From an optimization exercise on the open Yosys and OpenROAD flow, aimed at small area; shortcuts taken in it are not production practice.
Function was checked by simulation only, so behaviour that the tests miss may differ from the original.
The clock cells of runs 5 and 6 come from the design's own scripts or RTL, not from TritonCTS.
No driver is modelled on the clock port, so clock power and skew are understated where the tree is cut down; a real chip needs a root buffer or a tree.
No activity file was given, so power comes from the tool's default toggle rates.

==> flow/design.v <==
`timescale 1ns/1ps
module BGEN(
    input clk,
    input reset_n,
    input enable,
    input [8 - 1:0] FINAL_VALUE,
    output done
    );
    reg [8 - 1:0] Q_reg;
    wire [8 - 1:0] Q_next;
always @(posedge clk, negedge reset_n)
 begin
 if (~reset_n)
   Q_reg <= 'b0;
 else if(enable)
   Q_reg <= Q_next;
 else
   Q_reg <= Q_reg;
end
assign done = Q_reg == FINAL_VALUE;
assign Q_next = done ? 'b0 : Q_reg + 1'b1;
endmodule
`timescale 1ns / 1ps
module uart_rx(
input clk, reset_n,
input rx, s_tick,
output reg rx_done_tick,
output [8-1:0] rx_dout
);
localparam  idle = 0, start = 1,data = 2, stop = 3;
reg [1:0] state_reg, state_next;
reg [3:0] s_reg;
reg [3:0] s_next;                 
reg [8-1:0] n_reg;
reg [8-1:0] n_next;  
reg [8-1:0] b_reg, b_next;          
always @(posedge clk, negedge reset_n)
begin
 if(~reset_n)
 begin
  state_reg <= idle;
  s_reg <= 1'b0;
  n_reg <= 1'b0;
  b_reg <= 1'b0;
  end
else
 begin
  state_reg <= state_next;
  s_reg <= s_next;
  n_reg <= n_next;
  b_reg <= b_next;
  end
end
always @*
 begin
  state_next = state_reg;
  s_next = s_reg;
  n_next = n_reg;
  b_next = b_reg;
  rx_done_tick = 1'b0;
 case(state_reg)
  idle:
    if (~rx)
    begin
     s_next = 1'b0;
     state_next = start;
    end
 start:
  if (s_tick)
   if (s_reg == 7)
   begin
    s_next = 1'b0;
    n_next = 1'b0;
    state_next = data;
   end
   else
   s_next = s_reg + 1'b1;
 data:
  if (s_tick )
  if(s_reg == 15)
   begin
    s_next = 0;
    b_next = {rx, b_reg[8-1:1]};  
  if (n_reg == (8-1))
   state_next = stop;
  else
   n_next = n_reg + 1'b1;
  end
  else
   s_next = s_reg + 1'b1;
stop:
  if (s_tick)
	  if(s_reg == (16-1))
    begin
     rx_done_tick = 1'b1;
     state_next = idle;
    end
    else
     s_next = s_reg + 1'b1;
 default:
   state_next = idle;
 endcase
end
 assign rx_dout = b_reg;
endmodule
`timescale 1ns /1ps
module uart_tx(
  input clk, reset_n,
  input tx_start, s_tick,
  input [8-1:0] tx_din,
  output reg tx_done_tick,
  output tx_load,
  output tx
    );
localparam  idle = 0, start = 1,data = 2, stop = 3;
reg [1:0] state_reg, state_next;
reg [3:0] s_reg, s_next;                 
reg [8-1:0] n_reg, n_next;  
reg [8-1:0] b_reg, b_next;          
reg tx_reg, tx_next;                     
always @(posedge clk, negedge reset_n)
 begin
  if (~reset_n)
  begin
   state_reg <= idle;
   s_reg <= 0;
   n_reg <= 0;
   b_reg <= 0;
   tx_reg <= 1'b1;
  end
  else
  begin
   state_reg <= state_next;
   s_reg <= s_next;
   n_reg <= n_next;
   b_reg <= b_next;
   tx_reg <= tx_next;
 end
end
 always @*
  begin
  state_next = state_reg;
  s_next = s_reg;
  n_next = n_reg;
  b_next = b_reg;
  tx_next = tx_reg;
  tx_done_tick = 1'b0;
case (state_reg)
   idle:
	begin
      tx_next = 1'b1;
 if (tx_start)
    begin
    s_next = 0;
    b_next = tx_din;
    state_next = start;
     end
   end
  start:
    begin
     tx_next = 1'b0;
    if (s_tick)
     if (s_reg == 15)
       begin
       s_next = 0;
       n_next = 0;
       state_next = data;
       end
   else
  s_next = s_reg + 1'b1;
    end
  data: begin
    tx_next = b_reg[0];
     if (s_tick)
       if(s_reg == 15)
       begin
       s_next = 0;
       b_next = {1'b0, b_reg[8 - 1:1]};  
      if (n_reg == (8 - 1))
        state_next = stop;
       else
        n_next = n_reg + 1'b1;
        end
       else
       s_next = s_reg + 1'b1;
		 end
   stop: begin
      tx_next = 1;
     if (s_tick)
     if(s_reg == (16-1))
         begin
          tx_done_tick = 1'b1;
          state_next = idle;
         end
       else
       s_next = s_reg + 1'b1;
      end
    default:
           state_next = idle;
        endcase
    end
    assign tx_load = (state_reg == idle) && tx_start;
    assign tx = tx_reg;
endmodule
`timescale 1ns/1ps
module buffer_r( Clk, dataIn,RD, WR, dataOut, Rst,EMPTY);
input  Clk,RD,WR,Rst;
output  EMPTY;
input [8-1:0]dataIn;
output reg[8-1:0] dataOut;
reg full;
  assign EMPTY = !full;   
always @(posedge Clk, negedge Rst)
begin
 if(!Rst)begin
   full <= 1'b0;
   dataOut <= 'b0;
 end
 else if(WR)begin
   dataOut <= dataIn;      
   full <= 1'b1;
 end
 else if(RD)begin
   full <= 1'b0;           
 end
end
endmodule
`timescale 1ns/1ps
module buffer_t( tClk, tdataIn,tRD, tWR, tdataOut,tRst,tEMPTY,ttxrdy);
 input  tClk,tRD,tWR,tRst;
 output  tEMPTY,ttxrdy;
 input [8-1:0]tdataIn;
 output reg[8-1:0] tdataOut;
reg full;
 assign tEMPTY = !full;  
 assign ttxrdy = !full;  
always @(posedge tClk, negedge tRst)
begin
if(!tRst)begin
  full <= 1'b0;
  tdataOut <= 'b0;
end
else if(tWR && !full)begin
  tdataOut <= tdataIn;        
  full <= 1'b1;
end
else if(tRD)begin
  full <= 1'b0;               
end
end
endmodule
`timescale 1ns/1ps
module uart (
        input clk, reset_n,
	output [8-1:0] r_data,
        input rd_uart,
        output rx_empty,
        input rx,
	input [8-1: 0] w_data,
        input wr_uart,
        output tx_full,
        output t_x,
	input [8-1:0] TIMER_FINAL_VALUE,
		  output wire tick
    );
    BGEN baud_rate_generator (
        .clk(clk),
        .reset_n(reset_n),
        .enable(1'b1),
        .FINAL_VALUE(TIMER_FINAL_VALUE),
        .done(tick)
    );
    wire rx_done_tick;
    wire [8-1:0] rx_dout;
    uart_rx receiver(
        .clk(clk),
        .reset_n(reset_n),
        .rx(rx),
        .s_tick(tick),
        .rx_done_tick(rx_done_tick),
        .rx_dout(rx_dout)
    );
    buffer_r Rx (
        .Clk(clk),
        .Rst(reset_n),
        .dataIn(rx_dout),
        .WR(rx_done_tick),
        .RD(rd_uart),
        .dataOut(r_data),
        .EMPTY(rx_empty)
    );
    wire tx_empty, tx_done_tick, tx_load, tx_rdy;
	wire [8-1:0] txdin;
    uart_tx transmitter(
        .clk(clk),
        .reset_n(reset_n),
        .tx_start(~tx_empty),
        .s_tick(tick),
        .tx_din(txdin),
        .tx_done_tick(tx_done_tick),
        .tx_load(tx_load),
        .tx(t_x)
    );
    buffer_t tx (
        .tClk(clk),
        .tRst(reset_n),
        .tdataIn(w_data),
        .tWR(wr_uart),
        .tRD(tx_load),
        .tdataOut(txdin),
        .ttxrdy(tx_rdy),
        .tEMPTY(tx_empty)
    );
    assign tx_full = ~tx_rdy;
endmodule
`timescale 1ns / 1ps
module apbslave(
input  pclk,
input  presetn,
input  psel,
input  penable,
input  [1:0]P_ADDR,
input  pwrite,
input  [BITWIDTH-1:0]PW_DATA,
input rx,
input  [BITWIDTH-1:0]datain,
output reg[BITWIDTH-1:0]Pr_data,
output P_READY,
output [BITWIDTH-1:0]o_baud_val,
output [BITWIDTH-1:0]data_in,
output  wr_tx,
output  rd_rx,
output  TX_RDY,
output  RX_RDY,
output  RXOUT,
input tf_TXFULL,
input rbuff_RXEMPTY
);
parameter BITWIDTH=8;
reg [BITWIDTH-1:0] baud;
reg rxout;
wire wr = psel & penable & pwrite;
wire rd = psel & penable & ~pwrite;
always @(posedge pclk, negedge presetn)begin
 if(!presetn)begin
   baud <= 8'b00000011;
   rxout <= 1'b1;
 end else begin
   rxout <= rx;                        
   if(wr && P_ADDR == 2'd0)
     baud <= PW_DATA;
 end
end
always @*
 case(P_ADDR)
  2'd0: Pr_data = baud;
  2'd1: Pr_data = {6'b0, RX_RDY, TX_RDY};
  2'd2: Pr_data = 8'b0;
  default: Pr_data = datain;
 endcase
assign wr_tx = wr && P_ADDR == 2'd2;
assign rd_rx = rd && P_ADDR == 2'd3;
assign P_READY = 1'b1;
assign RXOUT = rxout; assign o_baud_val = baud; assign data_in = PW_DATA;
assign TX_RDY = ~tf_TXFULL; assign RX_RDY = ~rbuff_RXEMPTY;
endmodule
`timescale 1ns/1ps
module UAPBCORE(
input PCLK,
input PRESETN,
input PSEL,
input PENABLE,
input [1:0]PADDR,
input PWRITE,
input [8-1:0]PWDATA,
output [8-1:0]PRDATA,
output wire PREADY,
input RX,
output wire TX,
output wire TXRDY,
output wire RXRDY,
output wire[8-1:0]DATAOUT,
output wire s_tick
);
wire [8-1:0]data_intodatain;
wire [8-1:0]o_baud_valuetodatain;
wire rxtorx;
wire RR;  
wire TT;  
wire wr_tx, rd_rx;
uart uart(.clk(PCLK),.reset_n(PRESETN),.r_data(DATAOUT),.rd_uart(rd_rx),.wr_uart(wr_tx),.rx_empty(RR),.w_data(data_intodatain),.t_x(TX),.rx(rxtorx),.TIMER_FINAL_VALUE(o_baud_valuetodatain),.tx_full(TT),.tick(s_tick));
apbslave apbslave(.pclk(PCLK),.presetn(PRESETN),.psel(PSEL),.penable(PENABLE),.P_ADDR(PADDR),.pwrite(PWRITE),.PW_DATA(PWDATA),.rx(RX),.datain(DATAOUT),.Pr_data(PRDATA),.P_READY(PREADY),.o_baud_val(o_baud_valuetodatain),.data_in(data_intodatain),.wr_tx(wr_tx),.rd_rx(rd_rx),.RXOUT(rxtorx),.TX_RDY(TXRDY),.RX_RDY(RXRDY),.tf_TXFULL(TT),.rbuff_RXEMPTY(RR));
endmodule
==> flow/run.sh <==
#!/bin/bash
# synth_recipe.tcl (not shown) runs the flow's synth.tcl, then flattens the netlist and writes it again
# the make line also repeats each setting of config.mk as NAME=value (left out here)
make -C /OpenROAD-flow-scripts/flow DESIGN_CONFIG=/design/flow/config.mk WORK_HOME=/design/flow/orfs CLKGATE_MAP_FILE= SYNTH_SCRIPT=/design/flow/synth_recipe.tcl finish
==> flow/config.mk <==
export PLATFORM = sky130hd
export DESIGN_NAME = UAPBCORE
export DESIGN_NICKNAME = UAPBCORE
export VERILOG_FILES = /design/flow/design.v
export SDC_FILE = /design/flow/constraint.sdc
export NUM_CORES = 4
export LEC_CHECK = 0
export CAP_MARGIN = 20
export CORE_MARGIN = 2
export CORE_UTILIZATION = 40
export SLEW_MARGIN = 20
==> flow/constraint.sdc <==
create_clock -name core_clock -period 10.0 [get_ports {PCLK}]
set_input_delay 2.0000 -clock core_clock [delete_from_list [all_inputs] [get_ports {PCLK}]]
set_output_delay 2.0000 -clock core_clock [all_outputs]
set_load 0.01 [all_outputs]
==> results of run 1 <==
[worst paths after layout]
check	startpoint	to	slack [ns]	cells past startpoint
worst max-delay path	PADDR[1]	PRDATA[1]	4.25	4
worst min-delay path	uart.receiver.n_reg[7]$_DFFE_PN0P_	uart.receiver.n_reg[7]$_DFFE_PN0P_	0.49	1
worst max register to register	uart.transmitter.state_reg[0]$_DFFE_PN0P_	uart.transmitter.n_reg[3]$_DFFE_PN0P_	7.04	7
worst min register to register	uart.receiver.n_reg[7]$_DFFE_PN0P_	uart.receiver.n_reg[7]$_DFFE_PN0P_	0.49	1
max in group asynchronous	PRESETN	uart.Rx.dataOut[2]$_DFFE_PN0P_	7.83	1
min in group asynchronous	PRESETN	uart.transmitter.n_reg[2]$_DFFE_PN0P_	1.66	1
[kinds of logic after synthesis]
family	Yosys count	share of synthesized area [%]
muxes	54	14.63
buffers and inverters	29	2.793
other	1	0.09099
DFF	80	48.69
AOI/OAI and AO/OA	71	12.51
xor gates and xnor gates	15	3.187
adders and majority gates	15	4.554
and+or+nand+nor	95	13.54
[stage by stage]
stage               power, mW  hold slack, ns  util, %  std cells  area (um^2)
finish                  1.242          0.4859    47.42        536         4830
global route            1.331          0.5065    47.42        536         4830
CTS                     1.254          0.4895    47.33        536         4821
detailed placement     0.9826          0.4713    45.21        521         4604
global placement       0.9655          0.4661    45.12        521         4596
floorplan              0.8566          0.4457        -        360         4121
[where the power goes]
group | switching (mW) | leakage (nW) | total [mW] | internal, mW
Combinational | 0.276 | 0.997 | 0.500 | 0.225
Sequential | 0.0658 | 1.03 | 0.475 | 0.409
Clock | 0.126 | 0.102 | 0.267 | 0.141
[synthesized netlist by cell type, drive strengths merged, types with 2 or more instances]
master,n,share of area (%)
mux2i,4,0.97
a22o,11,2.3
nor4,4,1.7
ha,15,4.6
and2,4,0.61
o21ai,16,1.9
xnor2,4,0.85
clkbuf,7,0.64
o21bai,2,0.36
dfstp,4,2.6
nand2,19,1.8
nor3,6,0.73
a31oi,11,1.7
a41oi,6,1.3
inv,18,1.6
nand3,16,2.2
o41ai,3,0.64
xor2,11,2.3
nor2,14,1.3
nand2b,9,1.4
nor2b,2,0.30
buf,3,0.43
o22ai,2,0.30
o31ai,9,1.6
or4,5,0.91
and3,12,1.8
or3,2,0.30
mux2,50,14
a21oi,3,0.36
dfrtp,76,46
[per-layer routing]
| layer | track usage, % | part of all wire [%] | vias to the layer above |
|---|---|---|---|
| li1 | - | - | 1395 |
| met1 | 22.06 | 49 | 1488 |
| met2 | 25.90 | 47 | 51 |
| met3 | 3.401 | 2.8 | 10 |
| met4 | 4.887 | 1.3 | 0 |
| met5 | 0 | 0 | - |
[worst max-delay path, cell delays in order]
cell	delay [ns]
clkdlybuf4s50_1	0.54
nor2_1	0.45
a22o_1	0.23
clkdlybuf4s50_1	0.53
[cell type report]
cell class / count / area, um^2 / share of cell area (%)
multi-input cells: 251 / 2013 / 41.68
clock buffers: 9 / 123.9 / 2.565
inverters: 19 / 71.32 / 1.477
clock inverters: 6 / 92.59 / 1.917
flip-flops and latches: 80 / 2007 / 41.55
repair buffers: 35 / 351.6 / 7.280
well taps: 136 / 170.2 / 3.523
==> results.toml, run 1 <==
[outcome]
status = "no timing/DRC/antenna violations"

[floorplanning]
fp-row-count = 37
start_util_pct = 40.47
io_pins = 37
die_w_um = 105.5
dieArea_mm2 = 0.01113
fp.coreArea_mm2 = 0.01018
die_h_um = 105.5

[worst_hold_path]
hp-class = "flip-flop to flip-flop"

[clocking]
cts.sinks = 80
cts-resized-gates = 0
cts_made_buffers = 9
clock-root-buffer = "clkbuf_8"
path_clk_slew_ns = 0.08
insertion_delay_ns = 0.35
cts_hold_buf = 0
clockBufferDepth = 2
cts-htree-levels = 3
post_cts_buffers = 0
tritoncts = "built"

[global_route]
antenna_found_initial = 0
overflow = 0
grt.total_usage_pct = 16.16
grt_pass1_vias = 2965
grt_max_degree = 81
grt_pass1_wl_um = 14640

[routing]
routed_wl_um = 8423
vias = 2944
via_per_inst = 5.493
drt_pass1_iterations = 5
postRouteAntennaNets = 0
wl_per_cell_um = 15.71
drc = 0
drtIter0Drc = 107

[sta]
fin_ws_ns = 4.252
fin_crit_ns = 5.748
rsz0062_at_grt = "false"
slew_viol_final = 0
max_freq_mhz = 174.0
setup_tns_ns = 0
fin_crit_sh_pct = 57.48
fin_worst_skew_ns = 0.01161
setup_violations = 0
hold_viol_final = 0
max_slew_margin_pct = 46.92
tightest_slew_ns = 0.7862

[layout]
drive_gt1_share_pct = 20.25
final_cell_mix = "dfrtp_1 (76), mux2_2 (50), clkdlybuf4s50_1 (34), nand2_1 (18), inv_1 (17)"
nets = 427
synthToLayoutAreaGrowth_pct = 17.18
antennaDiodeCount = 0
layout.cells.most_common = "dfrtp_1"
fillerInstances = 921

[synth]
avgSynthCellArea_um2 = 11.45
syn-num-nets = 391
synthCells = 360
synth_edf_count = 0
asyncSetResetFlopFracSynth_pct = 100.0
ys_types = 47
yosys_warnings = 6
ys.flop_type = "dfrtp_1"
ys_seq_elements = 80
ys_seq_area_share_pct = 48.69
syn_area_mm2 = 0.004121

[place]
port_buffers = 35
place.gp.congestion = 0.7998
post-place-ws_ns = 4.293
hpwl_um = 5893

[pwr]
p_leak_nw = 2.131
peakVddDrop_v = 0.0001198
p_per_area_mw_per_mm2 = 257.2

[worst_setup_path]
crit_required_ns = 8.00
end_kind = "primary output"
crit_fanout = 8
critPathLaunchType = "primary input"
path_class = "primary input to primary output"
cp.arrival_ns = 3.75

[run]
drv_cap = 0
==> run 2: changes to the inputs <==
==> flow/design.v (replaced) <==
`timescale 1ns/1ps
module UAPBCORE(
input PCLK,
input PRESETN,
input PSEL,
input PENABLE,
input [1:0] PADDR,
input PWRITE,
input [7:0] PWDATA,
output [7:0] PRDATA,
output PREADY,
input RX,
output TX,
output TXRDY,
output RXRDY,
output [7:0] DATAOUT,
output s_tick
);
wire wr = PSEL & PENABLE & PWRITE;
wire rd = PSEL & PENABLE & ~PWRITE;
reg [7:0] baud, q;
assign s_tick = (q == baud);
always @(posedge PCLK, negedge PRESETN)
  if (!PRESETN) begin
    baud <= 8'd3;
    q <= 8'd0;
  end else begin
    if (wr && PADDR == 2'd0)
      baud <= PWDATA;
    q <= s_tick ? 8'd0 : q + 8'd1;
  end
reg [7:0] thr;           
reg       tfull;
reg [7:0] tsr;           
reg [3:0] tp, ts;
reg       txr;
wire t_idle = ~tp[3] & tp[0] & ~tp[1];
wire t_load = t_idle & tfull;
wire t_en   = s_tick & ~t_idle;
always @(posedge PCLK)
  if (!tfull)
    thr <= PWDATA;
always @(posedge PCLK)
  if (t_idle)
    tsr <= thr;
always @(posedge PCLK)
  if (t_load)
    ts <= 4'd0;
  else if (t_en)
    ts <= ts + 4'd1;
always @(posedge PCLK, negedge PRESETN)
  if (!PRESETN) begin
    tfull <= 1'b0;
    tp <= 4'd1;
    txr <= 1'b1;
  end else begin
    if (wr && PADDR == 2'd2 && !tfull)
      tfull <= 1'b1;
    else if (t_load)
      tfull <= 1'b0;
    if (t_load)
      tp <= 4'd7;
    else if (t_en && ts == 4'd15)
      tp <= tp + 4'd1;
    txr <= tp[3] ? tsr[tp[2:0]] : ~tp[1];
  end
assign TX = txr;
assign TXRDY = ~tfull;
reg       rxs;
reg [3:0] rp, rs;
reg [7:0] rsr;
reg [7:0] rbuf;
reg       rfull;
wire r_idle  = ~rp[3] & rp[0] & ~rp[1];
wire r_start = r_idle & ~rxs;
wire r_en    = s_tick & ~r_idle;
wire r_last  = r_en && rs == 4'd15;
wire r_done  = r_last & ~rp[3] & ~rp[0];
always @(posedge PCLK)
  if (r_start)
    rs <= 4'd8;
  else if (r_en)
    rs <= rs + 4'd1;
always @(posedge PCLK)
  if (r_last & rp[3])
    rsr <= {rxs, rsr[7:1]};
always @(posedge PCLK, negedge PRESETN)
  if (!PRESETN) begin
    rxs <= 1'b1;
    rp <= 4'd1;
    rbuf <= 8'd0;
    rfull <= 1'b0;
  end else begin
    rxs <= RX;
    if (r_start)
      rp <= 4'd7;
    else if (r_last)
      rp <= rp + 4'd1;
    if (r_done) begin
      rbuf <= rsr;
      rfull <= 1'b1;
    end else if (rd && PADDR == 2'd3)
      rfull <= 1'b0;
  end
assign RXRDY = rfull;
assign DATAOUT = rbuf;
assign PREADY = 1'b1;
assign PRDATA = PADDR[1] ? (PADDR[0] ? rbuf : 8'd0)
                         : (PADDR[0] ? {6'd0, RXRDY, TXRDY} : baud);
endmodule
--- a/flow/config.mk
+++ b/flow/config.mk
@@ -7,2 +7,3 @@
 export LEC_CHECK = 0
+export ABC_AREA = 1
 export CAP_MARGIN = 20
==> run 2 against run 1 <==
Against the previous run: still clean on timing, DRC and antenna; maximum frequency is 1.0% lower; synthesized cell count decreased by 13%; core utilization up 0.85 points; critical path type unchanged; largest power group is now registers.
==> results.toml, run 2 <==
[global_route]
grt_pass1_wl_um = 10370
grt_max_degree = 37
antenna_found_initial = 0
grt_pass1_vias = 2174
overflow = 0
grt.total_usage_pct = 15.74

[clocking]
path_clk_slew_ns = 0.07
cts.sinks = 68
tritoncts = "built"
cts-htree-levels = 3
cts-resized-gates = 0
post_cts_buffers = 0
cts_hold_buf = 0
clock-root-buffer = "clkbuf_8"
clockBufferDepth = 2
cts_made_buffers = 9
insertion_delay_ns = 0.33

[routing]
wl_per_cell_um = 13.14
drt_pass1_iterations = 4
routed_wl_um = 6020
drtIter0Drc = 95
postRouteAntennaNets = 0
vias = 2186
via_per_inst = 4.773
drc = 0

[worst_setup_path]
end_kind = "primary output"
critPathLaunchType = "primary input"
crit_fanout = 13
r2r-start = "baud[0]$_DFFE_PN1P_"
crit_family = "buffers and inverters"
crit_chain = "clkdlybuf4s50_1, nor2_1, nand2_1, nand2_1, clkdlybuf4s50_1"
cp-startpoint = "PADDR[0]"
path_class = "primary input to primary output"
crit_path_max_incr_delay_ns = 0.62
crit_required_ns = 8.00
path_buf_inv = 2
cp.arrival_ns = 3.81
crit_slowest_cell = "clkdlybuf4s50_1"

[sta]
slew_viol_final = 0
setup_violations = 0
rsz0062_at_grt = "false"
tightest_slew_ns = 0.8099
setup_tns_ns = 0
fin_crit_sh_pct = 58.06
fin_worst_skew_ns = 0.008703
fin_crit_ns = 5.806
timing.hold.ws_ns = 0.4188
max_slew_margin_pct = 46.01
hold_viol_final = 0
max_freq_mhz = 172.2

[synth]
avgSynthCellArea_um2 = 9.969
synth_common_cells = "nand2_1 (81), dfrtp_1 (30), inv_1 (25), nand3_1 (25), edfxtp_1 (24)"
syn-num-nets = 333
synth_most_common_cell = "nand2_1"
synthCells = 312
ys_seq_area_share_pct = 57.52
syn_area_mm2 = 0.003110
ys_seq_elements = 68
ys_types = 41
synth_edf_count = 24
synthTopCellsByArea = "dfrtp_1 (24%), edfxtp_1 (23%), nand2_1 (9.8%)"
yosys_warnings = 1
ys.flop_type = "dfrtp_1"
synth_area_leader_cell = "dfrtp_1"
synth_top_area_share_pct = 24.14
asyncSetResetFlopFracSynth_pct = 52.94

[worst_hold_path]
worstHoldStart = "thr[4]$_DFFE_PN_"
hp-class = "flip-flop to flip-flop"

[outcome]
status = "no timing/DRC/antenna violations"

[place]
place.gp.congestion = 0.7668
hpwl_um = 4402
port_buffers = 35

[pwr]
p_per_area_mw_per_mm2 = 184.2
p_switching_mw = 0.2058
p_sw_share_pct = 30.27
power_frac_seq_pct = 52.6
p_leak_nw = 1.653
pwr-share-comb_pct = 19.9
clkPwrFrac_pct = 27.5
peakVddDrop_v = 0.0001082
p_int_mw = 0.4741
power_mw = 0.6799

[floorplanning]
start_util_pct = 40.67
dieArea_mm2 = 0.008497
fp-row-count = 32
die_h_um = 92.18
fp.coreArea_mm2 = 0.007647
io_pins = 37
die_w_um = 92.18

[layout]
nets = 372
post-route-util_pct = 48.27
antennaDiodeCount = 0
synthToLayoutAreaGrowth_pct = 18.66
drive_gt1_share_pct = 12.36
final_cell_mix = "nand2_1 (81), clkdlybuf4s50_1 (34), dfrtp_1 (30), nand3_1 (25), inv_1 (25)"
layout.cells.most_common = "nand2_1"

[run]
drv_cap = 0
-- run 2: path summary, 6_finish.rpt --
path / to / slack (ns) / cells past startpoint
setup / recovery: PRDATA[6] / 4.19 / 5
hold / removal: tsr[4]$_DFFE_PN_ / 0.42 / 0
setup reg to reg: rsr[6]$_DFFE_PP_ / 7.73 / 8
hold reg to reg: tsr[4]$_DFFE_PN_ / 0.42 / 0
max in group asynchronous: q[0]$_DFF_PN0_ / 7.73 / 1
min in group asynchronous: baud[3]$_DFFE_PN0P_ / 1.76 / 1
-- run 2: final cells by class --
cell class,instances,area (um^2)
Fill cell,707,3956
Sequential cell,68,1789
Multi-Input combinational cell,206,1149
Timing Repair Buffer,35,345.3
Clock buffer,12,135.1
Tap cell,102,127.6
Inverter,31,118.9
Clock inverter,4,26.28
-- run 2: cells by family (layout without fill, tap and decap cells) --
group                    after synthesis  after routing  share of synthesized area, %
AND/OR/NAND/NOR                      150            150                         23.41
flip-flops                            68             68                         57.52
buffers and inverters                 38             82                         5.551
AO/OA/AOI/OAI                         30             30                         5.350
XOR/XNOR                              15             15                         4.224
adder cells (fa/ha/maj)                5              5                         2.011
multiplexers                           5              5                         1.810
other                                  1              1                        0.1206
-- run 2: routing by layer --
metal / vias to the layer above / part of all wire, % / track usage (%) / routed length (um)
met5: - / 0 / 0 / 0
met4: 0 / 1.4 / 5.597 / 82
met3: 7 / 3.2 / 4.437 / 195
met2: 27 / 48 / 26.04 / 2898
met1: 1039 / 47 / 19.77 / 2844
li1: 1113 / - / - / -
-- run 2: per-stage QoR --
step           setup slack, ns  std cells  cell area, um^2
2_1_floorplan            5.357        312             3110
3_3_place_gp             4.254        442             3530
3_5_place_dp             4.195        442             3530
4_1_cts                  4.188        458             3691
5_1_grt                  4.058        458             3691
6_report                 4.194        458             3691
-- run 2: power groups by stage --
stage          combinational, mW  sequential, mW  clock (mW)
6_report                   0.135           0.357       0.187
5_1_grt                    0.160           0.363       0.207
4_1_cts                    0.138           0.358       0.195
3_5_place_dp               0.137           0.362           0
3_3_place_gp               0.134           0.362           0
2_1_floorplan              0.106           0.353           0
==> run 3: changes to the inputs <==
--- a/flow/config.mk
+++ b/flow/config.mk
@@ -7,3 +7,2 @@
 export LEC_CHECK = 0
-export ABC_AREA = 1
 export CAP_MARGIN = 20
==> run 3 against run 2 <==
Against the previous run: still clean on timing, DRC and antenna; design area is 4.1% lower; area after synthesis is 7.5% lower; clock skew is 0.0025 ns lower; worst setup slack better by 0.015 ns; first-iteration DRC count is 48% lower; via count is 19% lower; maximum frequency is 0.25% higher; cell count is 22% lower; sequential power is 17% higher.
==> results.toml, run 3 <==
[place]
hpwl_um = 3932
place.gp.congestion = 0.7677
port_buffers = 35

[routing]
wl_per_cell_um = 15.54
drt_pass1_iterations = 4
drc = 0
routed_wl_um = 5532
vias = 1779
drtIter0Drc = 49
postRouteAntennaNets = 0
via_per_inst = 4.997

[clocking]
cts-htree-levels = 3
tritoncts = "built"
clock-root-buffer = "clkbuf_8"
post_cts_buffers = 0
cts_hold_buf = 0
clockBufferDepth = 2
insertion_delay_ns = 0.34
cts.sinks = 68
cts-resized-gates = 0
cts_made_buffers = 9
path_clk_slew_ns = 0.08

[floorplanning]
start_util_pct = 41.89
dieArea_mm2 = 0.007889
die_w_um = 88.82
io_pins = 37
fp-row-count = 30
die_h_um = 88.82
fp.coreArea_mm2 = 0.006869

[worst_setup_path]
crit_fanout = 8
r2r_slack_ns = 7.83
critPathLaunchType = "primary input"
r2r-start = "baud[0]$_DFFE_PN1P_"
rr_endpoint = "rsr[2]$_DFFE_PP_"
reg2reg_depth = 4
cp.arrival_ns = 3.79
crit_required_ns = 8.00
end_kind = "primary output"
path_class = "primary input to primary output"

[sta]
timing.hold.ws_ns = 0.4184
tightest_slew_ns = 0.8186
slew_viol_final = 0
max_freq_mhz = 172.7
setup_violations = 0
hold_viol_final = 0
fin_crit_sh_pct = 57.92
max_slew_margin_pct = 45.43
setup_tns_ns = 0
fin_worst_skew_ns = 0.006181
fin_crit_ns = 5.792
rsz0062_at_grt = "false"

[run]
drv_cap = 0

[worst_hold_path]
holdPathStages = 0
worstHoldStart = "thr[5]$_DFFE_PN_"
hp-class = "flip-flop to flip-flop"
min_to = "tsr[5]$_DFFE_PN_"

[pwr]
pwr-share-comb_pct = 21.4
p_switching_mw = 0.2492
peakVddDrop_v = 0.0001495
p_per_area_mw_per_mm2 = 240.3
p_leak_nw = 1.433
p_int_mw = 0.6012
p_sw_share_pct = 29.30
power_mw = 0.8504
clkPwrFrac_pct = 29.5
power_frac_seq_pct = 49.1

[global_route]
grt.total_usage_pct = 15.75
grt_max_degree = 37
antenna_found_initial = 0
grt_pass1_wl_um = 8997
grt_pass1_vias = 1799
overflow = 0

[layout]
synthToLayoutAreaGrowth_pct = 22.96
antennaDiodeCount = 0
drive_gt1_share_pct = 20.77
layout.cells.most_common = "clkdlybuf4s50_1"
final_cell_mix = "clkdlybuf4s50_1 (34), dfrtp_1 (30), edfxtp_1 (24), mux2_2 (19), nor2_1 (18)"
fillerInstances = 604
nets = 276

[synth]
syn-num-nets = 235
syn_area_mm2 = 0.002878
synth_common_cells = "dfrtp_1 (30), edfxtp_1 (24), mux2_2 (19)"
synth_edf_count = 24
synth_area_leader_cell = "dfrtp_1"
ys_seq_area_share_pct = 62.17
synthTopCellsByArea = "dfrtp_1 (26%), edfxtp_1 (25%), mux2_2 (7.4%)"
asyncSetResetFlopFracSynth_pct = 52.94
synthCells = 214
avgSynthCellArea_um2 = 13.45
ys_seq_elements = 68
synth_top_area_share_pct = 26.09
ys.flop_type = "dfrtp_1"
yosys_warnings = 1
synth_most_common_cell = "dfrtp_1"
ys_types = 46

[outcome]
status = "no timing/DRC/antenna violations"
[run 3: changes by cell type after synthesis, moves of 4 or more]
cell / previous run / this run
a21oi_1: 12 / 2
a22o_1: 0 / 9
inv_1: 25 / 6
inv_2: 5 / 1
mux2_2: 5 / 19
nand2_1: 81 / 10
nand3_1: 25 / 7
nand4_1: 8 / 4
xnor2_1: 7 / 13
[run 3: worst max path at each step]
stage              from   endpoint  slack [ns]  depth (start not counted)
2_1_floorplan  PADDR[1]  PRDATA[2]        5.45                          3
3_3_place_gp   PADDR[1]  PRDATA[0]        4.26                          4
3_5_place_dp   PADDR[1]  PRDATA[6]        4.23                          4
4_1_cts        PADDR[1]  PRDATA[6]        4.22                          4
5_1_grt        PADDR[1]  PRDATA[1]        4.10                          4
6_report       PADDR[1]  PRDATA[1]        4.21                          4
[run 3: area by class of cell]
| cell class | instances | area, um^2 | share of cell area, % |
|---|---|---|---|
| flip-flops and latches | 68 | 1789 | 50.57 |
| multi-input cells | 134 | 1035 | 29.24 |
| repair buffers | 35 | 345.3 | 9.760 |
| clock buffers | 9 | 123.9 | 3.501 |
| well taps | 96 | 120.1 | 3.395 |
| clock inverters | 7 | 98.84 | 2.793 |
| inverters | 7 | 26.28 | 0.7426 |
[run 3: per-layer routing]
| layer | part of all wire (%) | track usage, % | vias to the layer above |
|---|---|---|---|
| met5 | 0 | 0 | - |
| li1 | - | - | 863 |
| met2 | 46 | 23.27 | 40 |
| met4 | 1.4 | 7.851 | 0 |
| met3 | 4.1 | 4.291 | 10 |
| met1 | 49 | 21.38 | 866 |
[run 3: cells by family after synthesis]
group                    after synthesis  synth area share [%]
AND/OR/NAND/NOR                       58                 11.09
other                                  1                0.1303
AO/OA/AOI/OAI                         29                 7.435
flip-flops                            68                 62.17
adder cells (fa/ha/maj)                5                 2.174
multiplexers                          22                 9.348
buffers and inverters                 12                 1.869
XOR/XNOR                              19                 5.783
[run 3: through the flow]
| stage | instances | cell area (um^2) | setup WS (ns) | util (%) |
|---|---|---|---|---|
| CTS | 356 | 3538 | 4.221 | 51.51 |
| global placement | 340 | 3316 | 4.257 | 48.27 |
| global route | 356 | 3538 | 4.104 | 51.51 |
| floorplan | 214 | 2878 | 5.452 | - |
| detailed placement | 340 | 3316 | 4.234 | 48.27 |
| finish | 356 | 3538 | 4.208 | 51.51 |
[run 3: power by group through the flow]
stage	logic, mW	registers (mW)	clock network, mW
5_1_grt	0.204	0.428	0.270
6_report	0.182	0.418	0.251
3_5_place_dp	0.184	0.423	0
3_3_place_gp	0.180	0.424	0
4_1_cts	0.185	0.419	0.258
2_1_floorplan	0.123	0.409	0
[run 3: critical path: stages]
cell and delay (ns):
clkdlybuf4s50_1 0.50, nor2_1 0.50, a22o_1 0.25, clkdlybuf4s50_1 0.53
==> run 4: changes to the inputs <==
==> flow/flow/run.sh (new file) <==
#!/bin/bash
# Standard ORFS layout with smaller port buffers and a lighter clock tree.
set -euo pipefail
export BUFFER_PORTS_ARGS="-buffer_cell sky130_fd_sc_hd__buf_1"
export CTS_ARGS="-sink_clustering_enable -repair_clock_nets -dont_use_dummy_load -buf_list sky130_fd_sc_hd__clkbuf_8 -sink_clustering_size 40"
bash standard.sh > flow_standard.log 2>&1
==> flow/standard.sh (new file) <==
#!/bin/bash
# synth_recipe.tcl (not shown) runs the flow's synth.tcl, then flattens the netlist and writes it again
# the make line also repeats each setting of config.mk as NAME=value (left out here)
make -C /OpenROAD-flow-scripts/flow DESIGN_CONFIG=/design/flow/config.mk WORK_HOME=/design/flow/orfs CLKGATE_MAP_FILE= SYNTH_SCRIPT=/design/flow/synth_recipe.tcl "${@:-finish}"
removed: flow/run.sh
==> run 4 against run 3 <==
Against the previous run: global-route usage decreased by 0.32 points; hold slack got worse by 0.014 ns; maximum frequency increased by 16%; first-iteration DRC count grew 43%; die area stayed put; flip-flop and latch count unchanged; wire length decreased by 4.3%; via count grew 0.56%; worst setup slack improved by 0.78 ns; clock power shrank 34%; largest power group unchanged.
==> results.toml, run 4 <==
[outcome]
status = "no timing/DRC/antenna violations"

[synth]
asyncSetResetFlopFracSynth_pct = 52.94
synth_area_leader_cell = "dfrtp_1"
synth_fa_ha_area_share_pct = 2.174
synth_top_family_by_area = "simple AND/OR/NAND/NOR gates"
avgSynthCellArea_um2 = 13.45
synth_most_common_cell = "dfrtp_1"
synthCells = 214
synth_edf_count = 24
muxShareOfSynthArea_pct = 9.348
ys_seq_elements = 68
syn-num-nets = 235
ys_seq_area_share_pct = 62.17
yosys.area_share.xor_xnor_pct = 5.783
yosys_warnings = 1
syn_area_mm2 = 0.002878
synth-compound-area-share_pct = 7.435
synth_common_cells = "dfrtp_1 (30), edfxtp_1 (24), mux2_2 (19)"
ys.flop_type = "dfrtp_1"
synth_top_area_share_pct = 26.09
synth_simple_gate_area_share_pct = 11.09
ys_types = 46
synthTopCellsByArea = "dfrtp_1 (26%), edfxtp_1 (25%), mux2_2 (7.4%)"

[clocking]
clockBufferDepth = 2
cts_hold_buf = 0
post_cts_buffers = 0
cts_made_buffers = 9
insertion_delay_ns = 0.34
cts-htree-levels = 3
cts-resized-gates = 0
cts.sinks = 68
path_clk_slew_ns = 0.08
clock-root-buffer = "clkbuf_8"
tritoncts = "built"

[sta]
setup_tns_ns = 0
fin_worst_skew_ns = 0.02338
max_freq_mhz = 199.6
setup_violations = 0
fin_crit_sh_pct = 50.10
slew_viol_final = 0
tightest_slew_ns = 0.9396
hold_viol_final = 0
rsz0062_at_grt = "false"
fin_crit_ns = 5.010
timing.hold.ws_ns = 0.4049
max_slew_margin_pct = 37.36

[pwr]
peakVddDrop_v = 0.0001134
p_leak_nw = 1.301
p_per_area_mw_per_mm2 = 230.1

[worst_setup_path]
crit_slowest_cell = "nor2_1"
r2r_slack_ns = 7.83
crit_required_ns = 8.00
path_class = "primary input to primary output"
end_kind = "primary output"
crit_chain = "buf_1, nor2_1, a22o_2, buf_1"
r2r-start = "baud[0]$_DFFE_PN1P_"
crit_fanout = 8
critPathLaunchType = "primary input"
critical_path.most_common_cell = "buf_1"
cp.arrival_ns = 3.01
crit_path_max_incr_delay_ns = 0.47
crit_family = "simple AND/OR/NAND/NOR gates"
cp-startpoint = "PADDR[1]"
path_buf_inv = 2

[place]
hpwl_um = 3781
place.gp.congestion = 0.7568
place_area_mm2 = 0.003103
port_buffers = 35

[layout]
fillerInstances = 615
post-route-util_pct = 46.98
antennaDiodeCount = 0
synthToLayoutAreaGrowth_pct = 12.13
fin_area_mm2 = 0.003227
drive_gt1_share_pct = 18.97
layout.cells.most_common = "buf_1"
nets = 276
final_cell_mix = "buf_1 (34), dfrtp_1 (30), edfxtp_1 (24), mux2_2 (19), nor2_1 (18)"

[routing]
wl_per_cell_um = 15.17
drt_pass1_iterations = 4
drtIter0Drc = 70
postRouteAntennaNets = 0
via_per_inst = 5.126
routed_wl_um = 5294
vias = 1789
drc = 0

[global_route]
grt_pass1_wl_um = 8873
overflow = 0
grt_pass1_vias = 1766
antenna_found_initial = 0
grt.total_usage_pct = 15.43
grt_max_degree = 37

[floorplanning]
fp.coreArea_mm2 = 0.006869
die_w_um = 88.82
start_util_pct = 41.89
dieArea_mm2 = 0.007889
io_pins = 37
die_h_um = 88.82
fp-row-count = 30

[run]
drv_cap = 0

[worst_hold_path]
hp-class = "flip-flop to flip-flop"
worstHoldStart = "thr[5]$_DFFE_PN_"
## run 4: path summary, 6_finish.rpt
check | end | cells after the start
max | PRDATA[0] | 4
min | tsr[5]$_DFFE_PN_ | 0
max reg2reg | rsr[6]$_DFFE_PP_ | 4
min reg2reg | tsr[5]$_DFFE_PN_ | 0
max in group asynchronous | rp[1]$_DFFE_PN0P_ | 1
min in group asynchronous | baud[3]$_DFFE_PN0P_ | 1
## run 4: cell families after synthesis
family	Yosys count
flops	68
simple gates	58
compound gates	29
mux	22
xor+xnor	19
buf+inv	12
fa+ha+maj	5
other cells	1
## run 4: worst reg2reg max path, cell delays in order, from the launching register on
cell and delay, ns:
dfstp_2 0.58, xnor2_1 0.14, nand4_2 0.19, nor4_4 0.56, and2_2 0.36
## run 4: where the power goes
group | internal [mW] | switching [mW]
combinational | 0.0792 | 0.0810
clock | 0.0800 | 0.0845
sequential | 0.359 | 0.0590
## run 4: final cells by class
| class | count | area [um^2] | area share [%] |
|---|---|---|---|
| multi-input cells | 134 | 1035 | 32.07 |
| flip-flops and latches | 68 | 1789 | 55.45 |
| repair buffers | 35 | 132.6 | 4.110 |
| well taps | 96 | 120.1 | 3.722 |
| clock buffers | 9 | 123.9 | 3.839 |
| inverters | 7 | 26.28 | 0.8143 |
## run 4: through the flow
step | setup slack (ns) | cells | power (mW)
final | 4.990 | 349 | 0.7426
after global routing | 4.911 | 349 | 0.7924
after CTS | 5.010 | 349 | 0.7533
after detailed placement | 5.010 | 340 | 0.5849
after global placement | 5.024 | 340 | 0.5792
after floorplan | 5.452 | 214 | 0.5315
## run 4: metal layers
layer	vias up	share of wire [%]	track usage, %
li1	860	-	-
met1	871	45	19.96
met2	51	48	23.95
met3	7	5.8	4.478
met4	0	1.6	7.163
met5	-	0	0
==> run 5: changes to the inputs <==
==> flow/flow/run.sh (replaced) <==
#!/bin/bash
# The standard ORFS layout with buf_1 port buffers and a small clock tree of
# our own (flow/myclk.tcl, run after CTS): a grid of CLK_NX x CLK_NY clock
# buffers, each driving the flip-flops nearest to it.
set -euo pipefail
here=$(pwd)
export BUFFER_PORTS_ARGS="-buffer_cell sky130_fd_sc_hd__buf_1"
export CTS_ARGS="-sink_clustering_enable -repair_clock_nets -dont_use_dummy_load"
export POST_CTS_TCL=$here/flow/myclk.tcl
export CLK_NX=${CLK_NX:-2} CLK_NY=${CLK_NY:-2}
export CLK_BUF=${CLK_BUF:-sky130_fd_sc_hd__clkbuf_8}
export CLK_ROOT=${CLK_ROOT:-sky130_fd_sc_hd__clkbuf_4}
bash standard.sh > flow_standard.log 2>&1
==> flow/flow/myclk.tcl (new file) <==
# Replace the clock tree with CLK_NBUF buffers of type CLK_BUF, each driving
# a group of flip-flops split by x position; the clock port drives the buffers.
proc my_clock_tree {} {
  set bufm $::env(CLK_BUF)
  set block [ord::get_db_block]
  set db [ord::get_db]
  set clk [$block findNet PCLK]
  # collect every flip-flop clock pin reached from PCLK through buffers
  set sinks {}
  set bufs {}
  set todo [list $clk]
  while {[llength $todo]} {
    set n [lindex $todo 0]; set todo [lrange $todo 1 end]
    foreach it [$n getITerms] {
      if {![$it isInputSignal] && [$it getIoType] ne "INPUT"} continue
      set inst [$it getInst]
      set m [$inst getMaster]
      if {[$m isSequential]} { lappend sinks $it; continue }
      lappend bufs $inst
      foreach o [$inst getITerms] {
        if {[$o getIoType] eq "OUTPUT" && [$o getNet] ne "NULL"} { lappend todo [$o getNet] }
      }
    }
  }
  foreach inst $bufs {
    set nets {}
    foreach o [$inst getITerms] { if {[$o getIoType] eq "OUTPUT" && [$o getNet] ne "NULL"} {lappend nets [$o getNet]} }
    odb::dbInst_destroy $inst
    foreach n $nets { if {$n ne $clk} { odb::dbNet_destroy $n } }
  }
  # cut the sinks into a CLK_NX x CLK_NY grid of groups of equal size:
  # columns by x, then each column into rows by y
  set nx $::env(CLK_NX)
  set ny $::env(CLK_NY)
  set l {}
  foreach it $sinks {
    set b [[$it getInst] getBBox]
    lappend l [list [$b xMin] [$b yMin] $it]
  }
  set l [lsort -integer -index 0 $l]
  set n [llength $l]
  set groups {}
  for {set c 0} {$c < $nx} {incr c} {
    set col [lrange $l [expr {$c * $n / $nx}] [expr {($c + 1) * $n / $nx - 1}]]
    set col [lsort -integer -index 1 $col]
    set m [llength $col]
    for {set r 0} {$r < $ny} {incr r} {
      lappend groups [lrange $col [expr {$r * $m / $ny}] [expr {($r + 1) * $m / $ny - 1}]]
    }
  }
  set master [$db findMaster $bufm]
  set src $clk
  if {[llength $groups] > 4} {
    set rm [$db findMaster $::env(CLK_ROOT)]
    set root [odb::dbInst_create $block $rm "clkbuf_my_root"]
    set src [odb::dbNet_create $block "clknet_root"]
    $src setSigType CLOCK
    [$root findITerm A] connect $clk
    [$root findITerm X] connect $src
    set rx 0; set ry 0
    foreach e $l { incr rx [lindex $e 0]; incr ry [lindex $e 1] }
    $root setLocation [expr {$rx / $n}] [expr {$ry / $n}]
    $root setPlacementStatus PLACED
  }
  set g 0
  foreach grp $groups {
    set net [odb::dbNet_create $block "clknet_$g"]
    $net setSigType CLOCK
    set inst [odb::dbInst_create $block $master "clkbuf_my_$g"]
    set sx 0; set sy 0
    foreach e $grp {
      set it [lindex $e 2]
      $it disconnect
      $it connect $net
      incr sx [lindex $e 0]; incr sy [lindex $e 1]
    }
    set k [llength $grp]
    $inst setLocation [expr {$sx / $k}] [expr {$sy / $k}]
    $inst setPlacementStatus PLACED
    [$inst findITerm A] connect $src
    [$inst findITerm X] connect $net
    incr g
  }
  set nbuf [llength $groups]
  puts "my_clock_tree: $n sinks, removed [llength $bufs] buffers, $nbuf x $bufm"
}
my_clock_tree
detailed_placement
check_placement -verbose
--- a/flow/config.mk
+++ b/flow/config.mk
@@ -9,3 +9,3 @@
 export CORE_MARGIN = 2
-export CORE_UTILIZATION = 40
+export CORE_UTILIZATION = 70
 export SLEW_MARGIN = 20
==> run 5 against run 4 <==
Against the previous run: wire length is 5.7% higher; largest power group unchanged; sequential share of layout area is 2.3 points higher; core utilization is 31 points higher; maximum frequency is 0.21% lower; critical endpoint is now PRDATA[4]; highest routed layer unchanged.
==> results.toml, run 5 <==
[synth]
ys_types = 46
ys_seq_elements = 68
synth_most_common_cell = "dfrtp_1"
ys_seq_area_share_pct = 62.17
avgSynthCellArea_um2 = 13.45
yosys_warnings = 1
synth_top_area_share_pct = 26.09
synth_area_leader_cell = "dfrtp_1"
synthTopCellsByArea = "dfrtp_1 (26%), edfxtp_1 (25%), mux2_2 (7.4%)"
synth_edf_count = 24
syn_area_mm2 = 0.002878
synth_common_cells = "dfrtp_1 (30), edfxtp_1 (24), mux2_2 (19)"
asyncSetResetFlopFracSynth_pct = 52.94
ys.flop_type = "dfrtp_1"
syn-num-nets = 235
synthCells = 214

[layout]
layout.cells.most_common = "buf_1"
final_cell_mix = "buf_1 (34), dfrtp_1 (30), edfxtp_1 (24), mux2_2 (19), nor2_1 (18)"
fillerInstances = 254
fin_cells = 298
antennaDiodeCount = 0
post-route-util_pct = 78.07
multiInputGateArea_mm2 = 0.001035
final-seq-area_mm2 = 0.001789
nets = 271
synthToLayoutAreaGrowth_pct = 7.739
drive_gt1_share_pct = 17.34

[floorplanning]
start_util_pct = 72.46
dieArea_mm2 = 0.004640
die_w_um = 68.12
die_h_um = 68.12
io_pins = 37
fp-row-count = 23
fp.coreArea_mm2 = 0.003971

[worst_setup_path]
crit_end = "PRDATA[4]"
crit_family = "simple AND/OR/NAND/NOR gates"
crit_slowest_cell = "nor2_1"
r2r_slack_ns = 7.76
critPathLaunchType = "primary input"
crit_required_ns = 8.00
end_kind = "primary output"
critical_path.most_common_cell = "buf_1"
rr_endpoint = "rsr[1]$_DFFE_PP_"
crit_chain = "buf_1, nor2_1, a22o_1, buf_1"
cp.arrival_ns = 3.02
crit_fanout = 8
crit_path_max_incr_delay_ns = 0.47
cp-startpoint = "PADDR[1]"
reg2reg_depth = 4
cp.depth = 4
r2r-start = "baud[1]$_DFFE_PN1P_"
path_buf_inv = 2
path_class = "primary input to primary output"

[sta]
fin_crit_ns = 5.021
fin_crit_sh_pct = 50.21
hold_viol_final = 0
rsz0062_at_grt = "false"
setup_violations = 0
fin_worst_skew_ns = 0.008402
tightest_slew_ns = 0.8704
setup_tns_ns = 0
slew_viol_final = 0
max_freq_mhz = 199.2
max_slew_margin_pct = 41.97

[pwr]
p_per_area_mw_per_mm2 = 222.3
power_mw = 0.6893
p_leak_nw = 1.265
peakVddDrop_v = 0.0001542

[global_route]
antenna_found_initial = 0
grt_pass1_vias = 1814
grt_pass1_wl_um = 8783
grt_max_degree = 37
grt.total_usage_pct = 26.94
overflow = 0

[place]
port_buffers = 35
place.gp.congestion = 0.8250
hpwl_um = 4095
place_inst = 294

[clocking]
insertion_delay_ns = 0.16
path_clk_slew_ns = 0.09
cts.sinks = 68

[routing]
routed_wl_um = 5597
via_per_inst = 5.963
wl_per_cell_um = 18.78
vias = 1777
postRouteAntennaNets = 0
drt_pass1_iterations = 4
drc = 0
drtIter0Drc = 153

[outcome]
status = "no timing/DRC/antenna violations"

[run]
drv_cap = 0

[worst_hold_path]
hp-class = "flip-flop to flip-flop"
run 5: final cells by class:
| type | instances | share of cell area [%] |
|---|---|---|
| Tap cell | 50 | 2.018 |
| Inverter | 7 | 0.8475 |
| Buffer | 4 | 1.776 |
| Multi-Input combinational cell | 134 | 33.37 |
| Sequential cell | 68 | 57.71 |
| Timing Repair Buffer | 35 | 4.278 |
run 5: cell families after synthesis:
logic type	count (synthesis)	synth area share, %
AOI/OAI and AO/OA	29	7.435
xor gates and xnor gates	19	5.783
adders and majority gates	5	2.174
buffers and inverters	12	1.869
DFF	68	62.17
muxes	22	9.348
other	1	0.1303
and+or+nand+nor	58	11.09
run 5: worst min path at each step:
stage	start	to	slack (ns)	cells past startpoint
2_1_floorplan	thr[0]$_DFFE_PN_	tsr[0]$_DFFE_PN_	0.40	0
3_3_place_gp	thr[5]$_DFFE_PN_	tsr[5]$_DFFE_PN_	0.40	0
3_5_place_dp	thr[0]$_DFFE_PN_	tsr[0]$_DFFE_PN_	0.41	0
5_1_grt	thr[0]$_DFFE_PN_	tsr[0]$_DFFE_PN_	0.44	0
6_report	thr[6]$_DFFE_PN_	tsr[6]$_DFFE_PN_	0.43	0
run 5: power by group:
| part | switching [mW] | leakage [nW] | internal (mW) |
|---|---|---|---|
| Combinational | 0.0904 | 0.498 | 0.0798 |
| Clock | 0.0640 | 0.0288 | 0.0371 |
| Sequential | 0.0599 | 0.738 | 0.358 |
run 5: metal layers:
layer	global-route usage, %	share of wire [%]	up-vias
met3	5.592	4.1	8
met5	0	0	-
met4	7.500	1.3	0
met2	48.18	55	48
met1	33.11	40	881
li1	-	-	840
run 5: metrics by stage:
step / hold WS, ns / setup slack [ns] / cell area [um^2]
5_1_grt: 0.4367 / 4.905 / 3100
3_5_place_dp: 0.4065 / 5.006 / 3045
6_report: 0.4289 / 4.979 / 3100
3_3_place_gp: 0.4029 / 5.110 / 3045
2_1_floorplan: 0.4003 / 5.452 / 2878
==> run 6: changes to the inputs <==
--- a/flow/design.v
+++ b/flow/design.v
@@ -34,3 +34,6 @@
 reg [7:0] tsr;           
-reg [3:0] tp, ts;
+reg [3:0] ts;
+reg [2:0] tpr;         
+reg       tp2;
+wire [3:0] tp = {tpr[2], tp2, tpr[1:0]};
 reg       txr;
@@ -47,2 +50,7 @@
   if (t_load)
+    tp2 <= 1'b1;
+  else if (t_en && ts == 4'd15)
+    tp2 <= tp[2] ^ (tp[1] & tp[0]);
+always @(posedge PCLK)
+  if (t_load)
     ts <= 4'd0;
@@ -53,3 +61,3 @@
     tfull <= 1'b0;
-    tp <= 4'd1;
+    tpr <= 3'b001;
     txr <= 1'b1;
@@ -61,5 +69,5 @@
     if (t_load)
-      tp <= 4'd7;
+      tpr <= 3'b011;
     else if (t_en && ts == 4'd15)
-      tp <= tp + 4'd1;
+      tpr <= {tp[3] ^ (&tp[2:0]), tp[1] ^ tp[0], ~tp[0]};
     txr <= tp[3] ? tsr[tp[2:0]] : ~tp[1];
@@ -69,3 +77,6 @@
 reg       rxs;
-reg [3:0] rp, rs;
+reg [3:0] rs;
+reg [2:0] rpr;         
+reg       rp2;
+wire [3:0] rp = {rpr[2], rp2, rpr[1:0]};
 reg [7:0] rsr;
@@ -84,2 +95,7 @@
 always @(posedge PCLK)
+  if (r_start)
+    rp2 <= 1'b1;
+  else if (r_last)
+    rp2 <= rp[2] ^ (rp[1] & rp[0]);
+always @(posedge PCLK)
   if (r_last & rp[3])
@@ -89,3 +105,3 @@
     rxs <= 1'b1;
-    rp <= 4'd1;
+    rpr <= 3'b001;
     rbuf <= 8'd0;
@@ -95,5 +111,5 @@
     if (r_start)
-      rp <= 4'd7;
+      rpr <= 3'b011;
     else if (r_last)
-      rp <= rp + 4'd1;
+      rpr <= {rp[3] ^ (&rp[2:0]), rp[1] ^ rp[0], ~rp[0]};
     if (r_done) begin
--- a/flow/flow/run.sh
+++ b/flow/flow/run.sh
@@ -9,2 +9,3 @@
 export POST_CTS_TCL=$here/flow/myclk.tcl
+export POST_SYNTH_TCL=$here/flow/downsize.tcl
 export CLK_NX=${CLK_NX:-2} CLK_NY=${CLK_NY:-2}
==> flow/flow/downsize.tcl (new file) <==
# Give every cell the smallest-area variant of its own function (same cell
# name up to the drive-strength suffix); later repair steps size up again
# where timing, slew or capacitance need it.
proc downsize_all {} {
  set db [ord::get_db]
  set block [ord::get_db_block]
  array set best {}
  foreach lib [$db getLibs] {
    foreach m [$lib getMasters] {
      if {![regexp {^(sky130_fd_sc_hd__.+)_(\d+)$} [$m getName] -> base drv]} continue
      set a [expr {[$m getWidth] * [$m getHeight]}]
      if {![info exists best($base)]} {
        set best($base) [list $a $drv $m]
        continue
      }
      lassign $best($base) ba bd
      if {$a < $ba || ($a == $ba && $drv < $bd)} {
        set best($base) [list $a $drv $m]
      }
    }
  }
  set n 0
  foreach inst [$block getInsts] {
    set m [$inst getMaster]
    if {![regexp {^(sky130_fd_sc_hd__.+)_(\d+)$} [$m getName] -> base drv]} continue
    if {![info exists best($base)]} continue
    set b [lindex $best($base) 2]
    if {$b ne $m} {
      $inst swapMaster $b
      incr n
    }
  }
  puts "downsize_all: $n cells changed"
}
downsize_all
==> run 6 against run 5 <==
Against the previous run: sequential power decreased by 6.5%; cell count down 0.34%; wire length is 6.0% lower; worst setup slack worse by 0.00076 ns; highest routed layer unchanged; largest cell class unchanged; clock skew decreased by 0.0034 ns; maximum frequency about the same; via count is 1.2% lower; die area is 1.1% lower; sequential share of layout area up 0.14 points; area after synthesis is 1.2% lower; still clean on timing, DRC and antenna; register-to-register slack got worse by 0.33 ns; core utilization is 0.065 points lower.
==> results.toml, run 6 <==
[global_route]
grt_pass1_wl_um = 8362
grt_pass1_vias = 1745
overflow = 0
grt.total_usage_pct = 25.63
antenna_found_initial = 0
grt_max_degree = 35

[synth]
synth_area_leader_cell = "edfxtp_1"
yosys_warnings = 1
syn-num-nets = 237
ys_seq_elements = 68
ys.flop_type = "dfrtp_1"
ys_types = 40
yosysChipArea_mm2 = 0.002865
synth_common_cells = "dfrtp_1 (28), edfxtp_1 (24), mux2_2 (20)"
avgSynthCellArea_um2 = 13.29
synth_top_area_share_pct = 25.15
asyncSetResetFlopFracSynth_pct = 50.00
ys_seq_area_share_pct = 62.10
synthTopCellsByArea = "edfxtp_1 (25%), dfrtp_1 (24%), mux2_2 (7.9%)"
syn_area_mm2 = 0.002844
synth_most_common_cell = "dfrtp_1"
synthCells = 214
synth_edf_count = 24

[place]
post-place-ws_ns = 5.002
place.gp.congestion = 0.8035
place_area_mm2 = 0.003020
hpwl_um = 4007
port_buffers = 35

[sta]
fin_crit_sh_pct = 50.22
hold_viol_final = 0
tightest_slew_ns = 0.8684
fin_worst_skew_ns = 0.004970
slew_viol_final = 0
rsz0062_at_grt = "false"
max_slew_margin_pct = 42.11
max_freq_mhz = 199.1
timing.hold.ws_ns = 0.4262
fin_ws_ns = 4.978
setup_violations = 0
setup_tns_ns = 0
fin_crit_ns = 5.022

[worst_setup_path]
end_kind = "primary output"
reg2reg_depth = 5
critPathLaunchType = "primary input"
path_class = "primary input to primary output"
cp.arrival_ns = 3.02
crit_required_ns = 8.00
crit_fanout = 8

[routing]
vias = 1756
drc = 0
drtIter0Drc = 120
wl_per_cell_um = 17.72
postRouteAntennaNets = 0
drt_pass1_iterations = 4
routed_wl_um = 5262
via_per_inst = 5.912

[run]
drv_cap = 0

[clocking]
cts.sinks = 68
path_clk_slew_ns = 0.10
insertion_delay_ns = 0.16

[layout]
nets = 272
layout.cells.most_common = "buf_1"
synthToLayoutAreaGrowth_pct = 8.139
fin_area_mm2 = 0.003075
final_cell_mix = "buf_1 (34), dfrtp_1 (28), edfxtp_1 (24), mux2_1 (20), nor2_1 (17)"
fillerInstances = 236
post-route-util_pct = 78.01
drive_gt1_share_pct = 3.239
antennaDiodeCount = 0

[floorplanning]
io_pins = 37
dieArea_mm2 = 0.004589
die_w_um = 67.74
start_util_pct = 72.14
fp.coreArea_mm2 = 0.003943
die_h_um = 67.74
fp-row-count = 23

[pwr]
p_int_mw = 0.4373
clkPwrFrac_pct = 16.5
p_leak_nw = 1.246
p_switching_mw = 0.1775
p_sw_share_pct = 28.88
pwr-share-comb_pct = 19.8
power_frac_seq_pct = 63.6
peakVddDrop_v = 0.0001669
p_per_area_mw_per_mm2 = 199.9

[outcome]
status = "no timing/DRC/antenna violations"

[worst_hold_path]
hp-class = "flip-flop to flip-flop"
holdPathStages = 0
-- run 6: cell count changes after synthesis, moves of 2 or more --
| cell | change |
|---|---|
| nor4_1 | +3 |
| xor2_1 | +7 |
| dfxtp_1 | +2 |
| nor3b_1 | -2 |
| nand4_1 | -2 |
| dfrtp_1 | -2 |
| nand3_1 | +5 |
| xnor2_1 | -8 |
| ha_1 | +2 |
| nor3_1 | -2 |
| nand2b_1 | +2 |
| a22o_1 | +2 |
-- run 6: cells by family after synthesis --
| kind of cell | after synthesis | synth area share [%] |
|---|---|---|
| muxes | 23 | 9.782 |
| DFF | 68 | 62.10 |
| xor gates and xnor gates | 18 | 5.502 |
| other | 1 | 0.1309 |
| AOI/OAI and AO/OA | 28 | 7.336 |
| adders and majority gates | 7 | 3.057 |
| and+or+nand+nor | 56 | 10.17 |
| buffers and inverters | 13 | 1.921 |
-- run 6: path summary, 6_finish.rpt --
check | from | slack (ns) | to
max | PADDR[0] | 4.98 | PRDATA[0]
min | thr[6]$_DFFE_PN_ | 0.43 | tsr[6]$_DFFE_PN_
max reg2reg | baud[1]$_DFFE_PN1P_ | 7.43 | rsr[3]$_DFFE_PP_
min reg2reg | thr[6]$_DFFE_PN_ | 0.43 | tsr[6]$_DFFE_PN_
max in group asynchronous | PRESETN | 7.52 | rpr[2]$_DFFE_PN0P_
min in group asynchronous | PRESETN | 1.94 | rfull$_DFFE_PN0P_
-- run 6: worst max-delay path, cell delays in order --
cell and delay, ns:
buf_1 0.14, nor2_1 0.49, a22o_1 0.24, buf_1 0.15
-- run 6: area by class of cell --
cell class	count	area, um^2	area share (%)
flip-flops and latches	68	1779	57.85
repair buffers	36	140.1	4.557
well taps	50	62.56	2.034
inverters	6	22.52	0.7323
multi-input cells	133	1016	33.03
plain buffers	4	55.05	1.790
-- run 6: stage by stage --
step / total power, mW / cells
floorplan: 0.4753 / 214
global placement: 0.5044 / 293
detailed placement: 0.5188 / 293
global route: 0.6522 / 297
finish: 0.6148 / 297
-- run 6: routing by layer --
metal | wire [um] | share of wire [%] | GRT usage (%)
met3 | 193 | 3.7 | 6.000
met1 | 2258 | 43 | 33.64
met4 | 82 | 1.6 | 8.163
met2 | 2727 | 52 | 42.40
met5 | 0 | 0 | 0
-- run 6: power groups by stage --
stage	combinational [mW]	sequential (mW)	clock [mW]
floorplan	0.0933	0.382	0
detailed placement	0.122	0.396	0
global route	0.141	0.397	0.114
finish	0.122	0.391	0.102
global placement	0.113	0.392	0

[port drivers added, routing unchanged]
Ports are ideal in the flow. The routed layouts listed here were re-timed in OpenROAD.
Step 1 (the two cells are an assumption about what drives the block):
set clk [get_ports {PCLK}]
set_driving_cell -lib_cell sky130_fd_sc_hd__clkbuf_16 $clk
set_driving_cell -lib_cell sky130_fd_sc_hd__buf_2 [delete_from_list [all_inputs] $clk]
Step 2, shift: input delay + t, output delay - t, t = (earliest + latest rising clock arrival at the registers) / 2. This alone moves slack from input paths to output paths.
Slacks: ideal ports / drivers / drivers and shift; pairs: ideal ports / drivers.
run | shift t [ns] | slack for setup (ns) | slew at the worst register clock pin (ns)
run 1 | 0.379 | 4.252 / 4.230 / 4.230 | 0.09 / 0.09
run 2 | 0.355 | 4.194 / 4.171 / 4.171 | 0.07 / 0.07
run 3 | 0.366 | 4.208 / 4.185 / 4.185 | 0.08 / 0.08
run 4 | 0.356 | 4.990 / 4.969 / 4.969 | 0.08 / 0.08
run 5 | 0.211 | 4.979 / 4.955 / 4.955 | 0.10 / 0.10
run 6 | 0.206 | 4.978 / 4.956 / 4.956 | 0.10 / 0.10
After both steps setup and hold are still met in every run listed. For run 5, which loses most, drivers alone change the setup slack by -0.024 ns; drivers and shift together by -0.024 ns.
